This is an optimization exercise on Yosys and OpenROAD, whose aim is small area, a short achievable clock period and few clock cycles per item, not a production implementation.
Where RTL was checked, it was by simulation tests only, not by an equivalence proof against the original.

==> module sha256_scheduler, before the edit <==
module sha256_scheduler (
    input  wire         clk,
    input  wire [511:0] i_block,
    input  wire [5:0]   k,
    output wire [31:0]  W_out
);
    reg [511:0] win;    
    function [31:0] sigma0(input [31:0] x);
        sigma0 = {x[6:0], x[31:7]} ^ {x[17:0], x[31:18]} ^ (x >> 3);
    endfunction
    function [31:0] sigma1(input [31:0] x);
        sigma1 = {x[16:0], x[31:17]} ^ {x[18:0], x[31:19]} ^ (x >> 10);
    endfunction
    reg  [31:0] pre;
    wire [31:0] o1 = win[10*32 +: 32], o2 = win[1*32 +: 32], o3 = sigma0(win[2*32 +: 32]);
    wire [31:0] ps = o1 ^ o2 ^ o3;
    wire [31:0] pc = {(o1[30:0] & o2[30:0]) | (o1[30:0] & o3[30:0]) | (o2[30:0] & o3[30:0]), 1'b0};
    wire [31:0] w_new = sigma1(win[14*32 +: 32]) + pre;
    wire [31:0] w_blk = i_block[511 - 32*k[3:0] -: 32];
    wire [31:0] w_in  = (k[5:4] != 2'd0) ? w_new : w_blk;
    always @(posedge clk) begin
        win <= {w_in, win[511:32]};
        pre <= ps + pc;
    end
    assign W_out = win[511:480];
endmodule
==> module sha_256, before the edit <==
module sha_256(
    input wire i_clk,
    input wire i_rst,
    input wire i_enable,
    input [511:0] i_data,
    input [7:0] i_N,
    output reg [255:0] o_data,
    output reg o_done
);
    localparam [255:0] IV = {32'h6a09e667, 32'hbb67ae85, 32'h3c6ef372, 32'ha54ff53a,
                             32'h510e527f, 32'h9b05688c, 32'h1f83d9ab, 32'h5be0cd19};
    reg  [5:0]  k;        
    reg         fin;      
    reg         first;    
    reg  [7:0]  nrem;     
    reg         is_new;   
    reg  [31:0] a, b, c, d, e, f, g, h;
    reg  [31:0] hk;       
    reg  [31:0] kq;       
    wire busy   = ~o_done;
    wire [7:0] nrem_n = is_new ? i_N : nrem - 8'd1;
    wire hsh    = busy & ((k[5:1] == 5'b11111) | (k == 6'd0));
    wire [31:0] w;
    wire [31:0] k_j;
    sha256_scheduler u_scheduler (
        .clk(i_clk),
        .i_block(i_data),
        .k(k),
        .W_out(w)
    );
    sha256_functions u_functions (
        .j(k),
        .k_j(k_j)
    );
    function [31:0] CH(input [31:0] x, y, z);
        CH = (x & y) ^ (~x & z);
    endfunction
    function [31:0] MAJ(input [31:0] x, y, z);
        MAJ = (x & y) ^ (x & z) ^ (y & z);
    endfunction
    function [31:0] SIG0(input [31:0] x);
        SIG0 = {x[1:0], x[31:2]} ^ {x[12:0], x[31:13]} ^ {x[21:0], x[31:22]};
    endfunction
    function [31:0] SIG1(input [31:0] x);
        SIG1 = {x[5:0], x[31:6]} ^ {x[10:0], x[31:11]} ^ {x[24:0], x[31:25]};
    endfunction
    wire [31:0] s1 = SIG1(e);
    wire [31:0] ch = CH(e, f, g);
    wire [31:0] s0 = SIG0(a);
    wire [31:0] mj = MAJ(a, b, c);
    function [31:0] FS(input [31:0] x, y, z);
        FS = x ^ y ^ z;
    endfunction
    function [31:0] FC(input [31:0] x, y, z);
        FC = {(x[30:0] & y[30:0]) | (x[30:0] & z[30:0]) | (y[30:0] & z[30:0]), 1'b0};
    endfunction
    wire [31:0] pa1 = FS(hk, w, ch),     qa1 = FC(hk, w, ch);
    wire [31:0] pa2 = FS(s1, s0, mj),    qa2 = FC(s1, s0, mj);
    wire [31:0] pa3 = FS(pa1, qa1, pa2), qa3 = FC(pa1, qa1, pa2);
    wire [31:0] pa4 = FS(pa3, qa3, qa2), qa4 = FC(pa3, qa3, qa2);
    wire [31:0] pe1 = FS(d, hk, w),      qe1 = FC(d, hk, w);
    wire [31:0] pe2 = FS(pe1, qe1, ch),  qe2 = FC(pe1, qe1, ch);
    wire [31:0] pe3 = FS(pe2, qe2, s1),  qe3 = FC(pe2, qe2, s1);
    wire [31:0] a_n = pa4 + qa4;
    wire [31:0] e_n = pe3 + qe3;
    wire [31:0] H0 = o_data[255:224], H1 = o_data[223:192], H2 = o_data[191:160], H3 = o_data[159:128];
    wire [31:0] H4 = o_data[127:96],  H5 = o_data[95:64],   H6 = o_data[63:32],   H7 = o_data[31:0];
    wire [255:0] start = is_new ? IV : o_data;
    wire [31:0] hk_in = o_done ? (is_new ? IV[31:0] : H7) : g;
    wire [31:0] hk_n, h3a, h7e;
    sha256_add u_addk (.x(hk_in), .y(o_done ? 32'h428a2f98 : kq), .s(hk_n));
    reg [31:0] iva, ive;
    always @(*) begin
        case ({k[5], k[0], fin})
            3'b100:  begin iva = IV[159:128]; ive = IV[31:0];  end
            3'b110:  begin iva = IV[191:160]; ive = IV[63:32]; end
            3'b000:  begin iva = IV[223:192]; ive = IV[95:64]; end
            default: begin iva = IV[255:224]; ive = IV[127:96]; end
        endcase
    end
    sha256_add u_addh (.x(first ? iva : H3), .y(a), .s(h3a));
    sha256_add u_addl (.x(first ? ive : H7), .y(e), .s(h7e));
    always @(posedge i_clk or negedge i_rst) begin
        if (!i_rst) begin
            o_done <= 1'b0;
            k      <= 6'd0;
            fin    <= 1'b0;
            first  <= 1'b0;
            nrem   <= 8'd1;
            is_new <= 1'b1;
        end else if (o_done) begin
            if (i_enable) begin
                o_done <= 1'b0;
                k      <= 6'd1;
                first  <= is_new;
                nrem   <= nrem_n;
                is_new <= (nrem_n == 8'd1);
            end
        end else if (fin) begin
            fin    <= 1'b0;
            o_done <= 1'b1;
        end else if (k == 6'd0) begin
            fin <= 1'b1;
        end else begin
            k <= k + 6'd1;
        end
    end
    always @(posedge i_clk) begin
        if (o_done) begin
            {a, b, c, d, e, f, g, h} <= start;
            kq <= 32'h71374491;
        end else begin
            a <= a_n; b <= a; c <= b; d <= c;
            e <= e_n; f <= e; g <= f; h <= g;
            kq <= k_j;
        end
        hk <= hk_n;
    end
    always @(posedge i_clk) begin
        if (hsh) begin
            o_data <= {h3a, H0, H1, H2, h7e, H4, H5, H6};
        end
    end
endmodule
Settings: LEC_CHECK=0, CAP_MARGIN=20, CORE_MARGIN=2, CORE_UTILIZATION=40, SLEW_MARGIN=20; clock period 10.0 ns.
standard.sh (not shown) runs the stock make flow with config.mk's settings and CLKGATE_MAP_FILE= SYNTH_SCRIPT=/design/flow/synth_recipe.tcl, a recipe that flattens the netlist after the stock synthesis.
==> flow/flow/run.sh <==
#!/bin/bash
# Own layout flow: the standard ORFS flow with a few settings changed.
#  - ports are buffered with a plain buffer instead of the delay buffer the
#    resizer picks by default
set -euo pipefail
export BUFFER_PORTS_ARGS="-buffer_cell sky130_fd_sc_hd__buf_1"
export SETUP_SLACK_MARGIN=6

bash standard.sh > standard_flow.log 2>&1
Change:
--- a/flow/design.v
+++ b/flow/design.v
@@ -138,23 +138,23 @@
     function [31:0] sigma0(input [31:0] x);
         sigma0 = {x[6:0], x[31:7]} ^ {x[17:0], x[31:18]} ^ (x >> 3);
     endfunction
     function [31:0] sigma1(input [31:0] x);
         sigma1 = {x[16:0], x[31:17]} ^ {x[18:0], x[31:19]} ^ (x >> 10);
     endfunction
-    reg  [31:0] pre;
-    wire [31:0] o1 = win[10*32 +: 32], o2 = win[1*32 +: 32], o3 = sigma0(win[2*32 +: 32]);
-    wire [31:0] ps = o1 ^ o2 ^ o3;
-    wire [31:0] pc = {(o1[30:0] & o2[30:0]) | (o1[30:0] & o3[30:0]) | (o2[30:0] & o3[30:0]), 1'b0};
-    wire [31:0] w_new = sigma1(win[14*32 +: 32]) + pre;
+    wire [31:0] o1 = win[9*32 +: 32], o2 = win[0 +: 32];
+    wire [31:0] o3 = sigma0(win[1*32 +: 32]), o4 = sigma1(win[14*32 +: 32]);
+    wire [31:0] s1 = o1 ^ o2 ^ o3;
+    wire [31:0] c1 = {(o1[30:0] & o2[30:0]) | (o1[30:0] & o3[30:0]) | (o2[30:0] & o3[30:0]), 1'b0};
+    wire [31:0] s2 = s1 ^ c1 ^ o4;
+    wire [31:0] c2 = {(s1[30:0] & c1[30:0]) | (s1[30:0] & o4[30:0]) | (c1[30:0] & o4[30:0]), 1'b0};
+    wire [31:0] w_new;
+    sha256_add u_add (.x(s2), .y(c2), .s(w_new));
     wire [31:0] w_blk = i_block[511 - 32*k[3:0] -: 32];
     wire [31:0] w_in  = (k[5:4] != 2'd0) ? w_new : w_blk;
-    always @(posedge clk) begin
-        win <= {w_in, win[511:32]};
-        pre <= ps + pc;
-    end
+    always @(posedge clk) win <= {w_in, win[511:32]};
     assign W_out = win[511:480];
 endmodule
 module sha_256(
     input wire i_clk,
     input wire i_rst,
     input wire i_enable,
@@ -222,23 +222,14 @@
     wire [31:0] H0 = o_data[255:224], H1 = o_data[223:192], H2 = o_data[191:160], H3 = o_data[159:128];
     wire [31:0] H4 = o_data[127:96],  H5 = o_data[95:64],   H6 = o_data[63:32],   H7 = o_data[31:0];
     wire [255:0] start = is_new ? IV : o_data;
     wire [31:0] hk_in = o_done ? (is_new ? IV[31:0] : H7) : g;
     wire [31:0] hk_n, h3a, h7e;
     sha256_add u_addk (.x(hk_in), .y(o_done ? 32'h428a2f98 : kq), .s(hk_n));
-    reg [31:0] iva, ive;
-    always @(*) begin
-        case ({k[5], k[0], fin})
-            3'b100:  begin iva = IV[159:128]; ive = IV[31:0];  end
-            3'b110:  begin iva = IV[191:160]; ive = IV[63:32]; end
-            3'b000:  begin iva = IV[223:192]; ive = IV[95:64]; end
-            default: begin iva = IV[255:224]; ive = IV[127:96]; end
-        endcase
-    end
-    sha256_add u_addh (.x(first ? iva : H3), .y(a), .s(h3a));
-    sha256_add u_addl (.x(first ? ive : H7), .y(e), .s(h7e));
+    sha256_add u_addh (.x(H3), .y(a), .s(h3a));
+    sha256_add u_addl (.x(H7), .y(e), .s(h7e));
     always @(posedge i_clk or negedge i_rst) begin
         if (!i_rst) begin
             o_done <= 1'b0;
             k      <= 6'd0;
             fin    <= 1'b0;
             first  <= 1'b0;
@@ -270,11 +261,13 @@
             e <= e_n; f <= e; g <= f; h <= g;
             kq <= k_j;
         end
         hk <= hk_n;
     end
     always @(posedge i_clk) begin
-        if (hsh) begin
+        if (busy & first & (k == 6'd1)) begin
+            o_data <= IV;
+        end else if (hsh) begin
             o_data <= {h3a, H0, H1, H2, h7e, H4, H5, H6};
         end
     end
 endmodule
The new run produced a clean layout.
Setup slack improved by 190 ps.
Utilization came out higher by 0.61 points.
Critical path depth does not change.
Design area rose by 1.2%.
Final cell count is higher by 9.1%.
Global-route usage increases by 3.5 points.
Count of clock-buffer cells in the layout goes down by 1.
Worst hold slack gains 5.5 ps.
Maximum frequency increases by 4.0%.
Synthesized area hardly moves.
Die area hardly moves.
Testbench counts after the change, summed over its fixed seeds: cycles 32,274, blocks 489.
Only the layout flow was run in the first run of this note; the RTL was not checked for function there.

-- static timing again, ports no longer ideal --
How much do the figures lean on ideal ports? The routed layouts below were timed once more, with nothing changed but the port constraints. Step 1 sets driving cells, clkbuf_16 on the clock port and buf_2 on the other inputs (assumed; they add their load-dependent delay and slew). Step 2 also shifts input and output timing later by t, the mid clock arrival at the registers, as if the neighbouring blocks saw the same clock. Three values: no drivers, after step 1, after step 2; two values: the first two.
run	t (ns)	setup WS [ns]	worst register clock-pin slew, ns
the first run	0.795	4.921 / 4.921 / 4.921	0.07 / 0.07
the second run	0.788	5.116 / 5.116 / 5.116	0.07 / 0.07
After both steps setup and hold are still met in every run listed.
